This design comes from an exercise in tuning for small area, a short achievable clock period and few clock cycles on the open sky130 flow, not from production work. Only simulation tests tie the RTL to the original design; equivalence was not proved.

## run A
==> flow/design.v (excerpt) <==
module EC_TOP(
    clk, rst_n, in_valid,
    in_Px, in_Py, in_Qx, in_Qy, in_prime, in_a,
    out_valid, out_Rx, out_Ry
);
For scale: about 52 I/O pins.
export LEC_CHECK = 0
export CAP_MARGIN = 20
export CORE_MARGIN = 2
export CORE_UTILIZATION = 40
export SLEW_MARGIN = 20
create_clock -name core_clock -period 77.0 [get_ports {clk}]
standard.sh (not shown) runs the stock make flow with config.mk's settings and CLKGATE_MAP_FILE= SYNTH_SCRIPT=/design/flow/synth_recipe.tcl, a recipe that flattens the netlist after the stock synthesis.
==> flow/flow/run.sh <==
#!/bin/bash
# The standard layout, with two changes:
#  - the port buffers are buf_2 cells instead of the delay buffers buffer_ports picks;
#  - after the standard synthesis, its combinational logic is re-mapped by ABC with an
#    area script (flow/resynth.ys, flow/abc_area.script); the flip-flops are kept as the
#    standard synthesis made them.
set -uo pipefail
export BUFFER_PORTS_ARGS="-buffer_cell sky130_fd_sc_hd__buf_2"
HERE=$(pwd)
YOSYS=$FLOW_HOME/../tools/install/yosys/bin/yosys
[ -x "$YOSYS" ] || YOSYS=yosys
LIB=$FLOW_HOME/platforms/$FLOW_PLATFORM/lib/sky130_fd_sc_hd__tt_025C_1v80.lib
R=$HERE/orfs/results/$FLOW_PLATFORM/EC_TOP/base

bash standard.sh synth > standard_synth.log 2>&1 || exit 1
cp "$R/1_2_yosys.v" "$HERE/synth_std.v"

# flip-flop cell types used by the standard synthesis
FFS=$(grep -o 'sky130_fd_sc_hd__[a-z0-9_]*' "$HERE/synth_std.v" | sort -u | grep -E '__(e?s?df|dl|sdf|edf)' | sed 's/^/=/' | tr '\n' ' ')
DONTUSE=$(make -s -C "$FLOW_HOME" DESIGN_CONFIG="$HERE/config.mk" WORK_HOME="$HERE/orfs" print-DONT_USE_CELLS 2>/dev/null | sed 's/^DONT_USE_CELLS[ :=]*//' | tr ' ' '\n' | grep -v '^$' | sed 's/^/-dont_use /' | tr '\n' ' ')
sed -e "s|@LIB@|$LIB|g" -e "s|@IN@|$HERE/synth_std.v|" -e "s|@TOP@|$FLOW_TOP|g" -e "s|@FFS@|$FFS|" \
    -e "s|@DONTUSE@|$DONTUSE|" -e "s|@ABC@|$HERE/flow/abc_area.script|" -e "s|@STAT@|$HERE/resynth_stat.txt|" \
    -e "s|@OUT@|$HERE/synth_resynth.v|" flow/resynth.ys > resynth_run.ys
if "$YOSYS" -s resynth_run.ys > resynth.log 2>&1; then
  # keep the re-mapped netlist only if it has the same flip-flops (instance name and cell)
  ffs() { grep -E '^\s*sky130_fd_sc_hd__(e?s?df|dl|sdf|edf)' "$1" | awk '{print $1, $2}' | sort; }
  if [ -n "$(ffs "$HERE/synth_std.v")" ] && diff <(ffs "$HERE/synth_std.v") <(ffs "$HERE/synth_resynth.v") > resynth_ffcheck.log 2>&1; then
    cp "$HERE/synth_resynth.v" "$R/1_2_yosys.v"
    touch "$R/1_2_yosys.v"
    echo "re-mapped netlist used" >> resynth.log
  else
    echo "flip-flops differ: standard netlist kept" >> resynth.log
  fi
else
  echo "re-mapping failed: standard netlist kept" >> resynth.log
fi

bash standard.sh > standard.log 2>&1
==> flow/flow/abc_area.script <==
strash
dc2
dc2
dch -f
amap
topo
upsize -c
dnsize -c
Other scripts of this flow, unchanged in this note and not shown: flow/flow/resynth.ys
The final layout from run A, which completed every stage, passed the timing, design-rule and antenna checks at the end of the flow.
Testbench counts of run A, summed over its fixed seeds: cycles 15,024.
--- input diff run A..run B ---
--- a/flow/flow/run.sh
+++ b/flow/flow/run.sh
@@ -19 +19,2 @@
-FFS=$(grep -o 'sky130_fd_sc_hd__[a-z0-9_]*' "$HERE/synth_std.v" | sort -u | grep -E '__(e?s?df|dl|sdf|edf)' | sed 's/^/=/' | tr '\n' ' ')
+FFRE='sky130_fd_sc_hd__(e?s?df[a-z]*|dl[xr][a-z]*)_[0-9]+'
+FFS=$(grep -oE "$FFRE" "$HERE/synth_std.v" | sort -u | sed 's/^/=/' | tr '\n' ' ')
@@ -26,2 +27,7 @@
-  ffs() { grep -E '^\s*sky130_fd_sc_hd__(e?s?df|dl|sdf|edf)' "$1" | awk '{print $1, $2}' | sort; }
-  if [ -n "$(ffs "$HERE/synth_std.v")" ] && diff <(ffs "$HERE/synth_std.v") <(ffs "$HERE/synth_resynth.v") > resynth_ffcheck.log 2>&1; then
+  ffs() { grep -E "^\s*$FFRE " "$1" | awk '{print $1, $2}' | sort; }
+  # cells the platform marks don't-use must not appear
+  BAD=0
+  for c in $(echo "$DONTUSE" | sed 's/-dont_use//g'); do
+    if grep -q "^\s*$c " "$HERE/synth_resynth.v"; then BAD=1; fi
+  done
+  if [ $BAD -eq 0 ] && [ -n "$(ffs "$HERE/synth_std.v")" ] && diff <(ffs "$HERE/synth_std.v") <(ffs "$HERE/synth_resynth.v") > resynth_ffcheck.log 2>&1; then
@@ -32 +38 @@
-    echo "flip-flops differ: standard netlist kept" >> resynth.log
+    echo "flip-flops differ or a don't-use cell appears: standard netlist kept" >> resynth.log
==> flow/flow/abc_area.script <==
strash
dc2
dc2
dc2
dch -f
amap
topo
upsize -c -D 12500
dnsize -c -D 12500
Going from run A to run B, the wire length of the first global-routing pass was found to have gone up by about 0.35%.
Post-detailed-routing wire length delta (run B − run A): unfavourable
The pre-CTS worst setup slack was comparable across run B and run A.
For the via count of the first global-routing pass, run B came in 135 lower than run A did.
In the reports for run B and run A, the smaller setup slack belongs to run A.
Inputs modified between run B and run C:
--- a/flow/flow/run.sh
+++ b/flow/flow/run.sh
@@ -19,2 +19 @@
-FFRE='sky130_fd_sc_hd__(e?s?df[a-z]*|dl[xr][a-z]*)_[0-9]+'
-FFS=$(grep -oE "$FFRE" "$HERE/synth_std.v" | sort -u | sed 's/^/=/' | tr '\n' ' ')
+FFS=$(grep -o 'sky130_fd_sc_hd__[a-z0-9_]*' "$HERE/synth_std.v" | sort -u | grep -E '__(e?s?df|dl|sdf|edf)' | sed 's/^/=/' | tr '\n' ' ')
@@ -27,7 +26,2 @@
-  ffs() { grep -E "^\s*$FFRE " "$1" | awk '{print $1, $2}' | sort; }
-  # cells the platform marks don't-use must not appear
-  BAD=0
-  for c in $(echo "$DONTUSE" | sed 's/-dont_use//g'); do
-    if grep -q "^\s*$c " "$HERE/synth_resynth.v"; then BAD=1; fi
-  done
-  if [ $BAD -eq 0 ] && [ -n "$(ffs "$HERE/synth_std.v")" ] && diff <(ffs "$HERE/synth_std.v") <(ffs "$HERE/synth_resynth.v") > resynth_ffcheck.log 2>&1; then
+  ffs() { grep -E '^\s*sky130_fd_sc_hd__(e?s?df|dl|sdf|edf)' "$1" | awk '{print $1, $2}' | sort; }
+  if [ -n "$(ffs "$HERE/synth_std.v")" ] && diff <(ffs "$HERE/synth_std.v") <(ffs "$HERE/synth_resynth.v") > resynth_ffcheck.log 2>&1; then
@@ -38 +32 @@
-    echo "flip-flops differ or a don't-use cell appears: standard netlist kept" >> resynth.log
+    echo "flip-flops differ: standard netlist kept" >> resynth.log
==> flow/flow/abc_area.script <==
strash
dc2
dc2
dch -f
amap
topo
--- outcome ---
| register-to-register slack | run C vs run B | 0.57 ns lower |. Cell count along the critical path, run B and run C, lower one = run B. Run C ended up with rb[5] as its capturing element of the worst setup path; run B ended up with out_Rx[3]. Changes observed in run C relative to run B: synthesized cell count rose about 2.4%, non-clock buffer count rose 5, headroom to the max-slew limit fell 2.8 points, number of nets produced by synthesis rose about 2.3%, register share of the cell area fell 0.21 points. Compared with run B, run C supports a lower clock frequency. Core utilization: run C vs run B up 0.35 points. Total standard cell area after synthesis is lower on run B.
Input changes introduced in run D (baseline for comparison: run C):
# run C
export LEC_CHECK = 0
export CAP_MARGIN = 20
export CORE_MARGIN = 2
export CORE_UTILIZATION = 40
export SLEW_MARGIN = 20
create_clock -name core_clock -period 77.0 [get_ports {clk}]
# run D
export LEC_CHECK = 0
export CAP_MARGIN = 20
export CORE_MARGIN = 2
export CORE_UTILIZATION = 40
export CTS_BUF_LIST = sky130_fd_sc_hd__clkbuf_4
export SLEW_MARGIN = 20
create_clock -name core_clock -period 77.0 [get_ports {clk}]
--- a/flow/flow/run.sh
+++ b/flow/flow/run.sh
@@ -19 +19,2 @@
-FFS=$(grep -o 'sky130_fd_sc_hd__[a-z0-9_]*' "$HERE/synth_std.v" | sort -u | grep -E '__(e?s?df|dl|sdf|edf)' | sed 's/^/=/' | tr '\n' ' ')
+FFRE='sky130_fd_sc_hd__(e?s?df[a-z]*|dl[xr][a-z]*)_[0-9]+'
+FFS=$(grep -oE "$FFRE" "$HERE/synth_std.v" | sort -u | sed 's/^/=/' | tr '\n' ' ')
@@ -26,2 +27,7 @@
-  ffs() { grep -E '^\s*sky130_fd_sc_hd__(e?s?df|dl|sdf|edf)' "$1" | awk '{print $1, $2}' | sort; }
-  if [ -n "$(ffs "$HERE/synth_std.v")" ] && diff <(ffs "$HERE/synth_std.v") <(ffs "$HERE/synth_resynth.v") > resynth_ffcheck.log 2>&1; then
+  ffs() { grep -E "^\s*$FFRE " "$1" | awk '{print $1, $2}' | sort; }
+  # cells the platform marks don't-use must not appear
+  BAD=0
+  for c in $(echo "$DONTUSE" | sed 's/-dont_use//g'); do
+    if grep -q "^\s*$c " "$HERE/synth_resynth.v"; then BAD=1; fi
+  done
+  if [ $BAD -eq 0 ] && [ -n "$(ffs "$HERE/synth_std.v")" ] && diff <(ffs "$HERE/synth_std.v") <(ffs "$HERE/synth_resynth.v") > resynth_ffcheck.log 2>&1; then
@@ -32 +38 @@
-    echo "flip-flops differ: standard netlist kept" >> resynth.log
+    echo "flip-flops differ or a don't-use cell appears: standard netlist kept" >> resynth.log
==> flow/flow/abc_area.script <==
strash
dc2
dc2
dc2
dch -f
amap
topo
upsize -c
dnsize -c
As of run D, cell area after synthesis had risen slightly compared to run C. Setup TNS after final layout came out exactly the same in run D and run C. Run C → run D: wire length went down 4.2%; average detailed-routed wire length per instance went down about 2%.

what the ideal ports hide:
No port has a modelled driver above. Below, the same layouts with a new extraction and two added sets of constraints.
Step 1 assumes that a clkbuf_16 drives the clock port and a buf_2 every other input.
Step 2 times the ports against the registers' clock, not the clock port: input delays grow and output delays shrink by t, the midpoint of the rising clock arrivals with the driver on.
Three values: ideal ports, drivers, drivers and shift; two values: the first two.
run	t, ns	slack for setup (ns)	latest minus earliest clock arrival (ns)	worst slew at a driven data input, ns
run A	0.381	60.750 / 60.711 / 61.092	0.020 / 0.020	0.04
run B	0.379	60.761 / 60.715 / 60.853	0.014 / 0.013	0.04
run C	0.381	60.284 / 60.284 / 60.284	0.011 / 0.011	0.06
run D	0.491	60.575 / 60.540 / 61.031	0.016 / 0.016	0.04
After both steps every run listed still meets setup and hold.
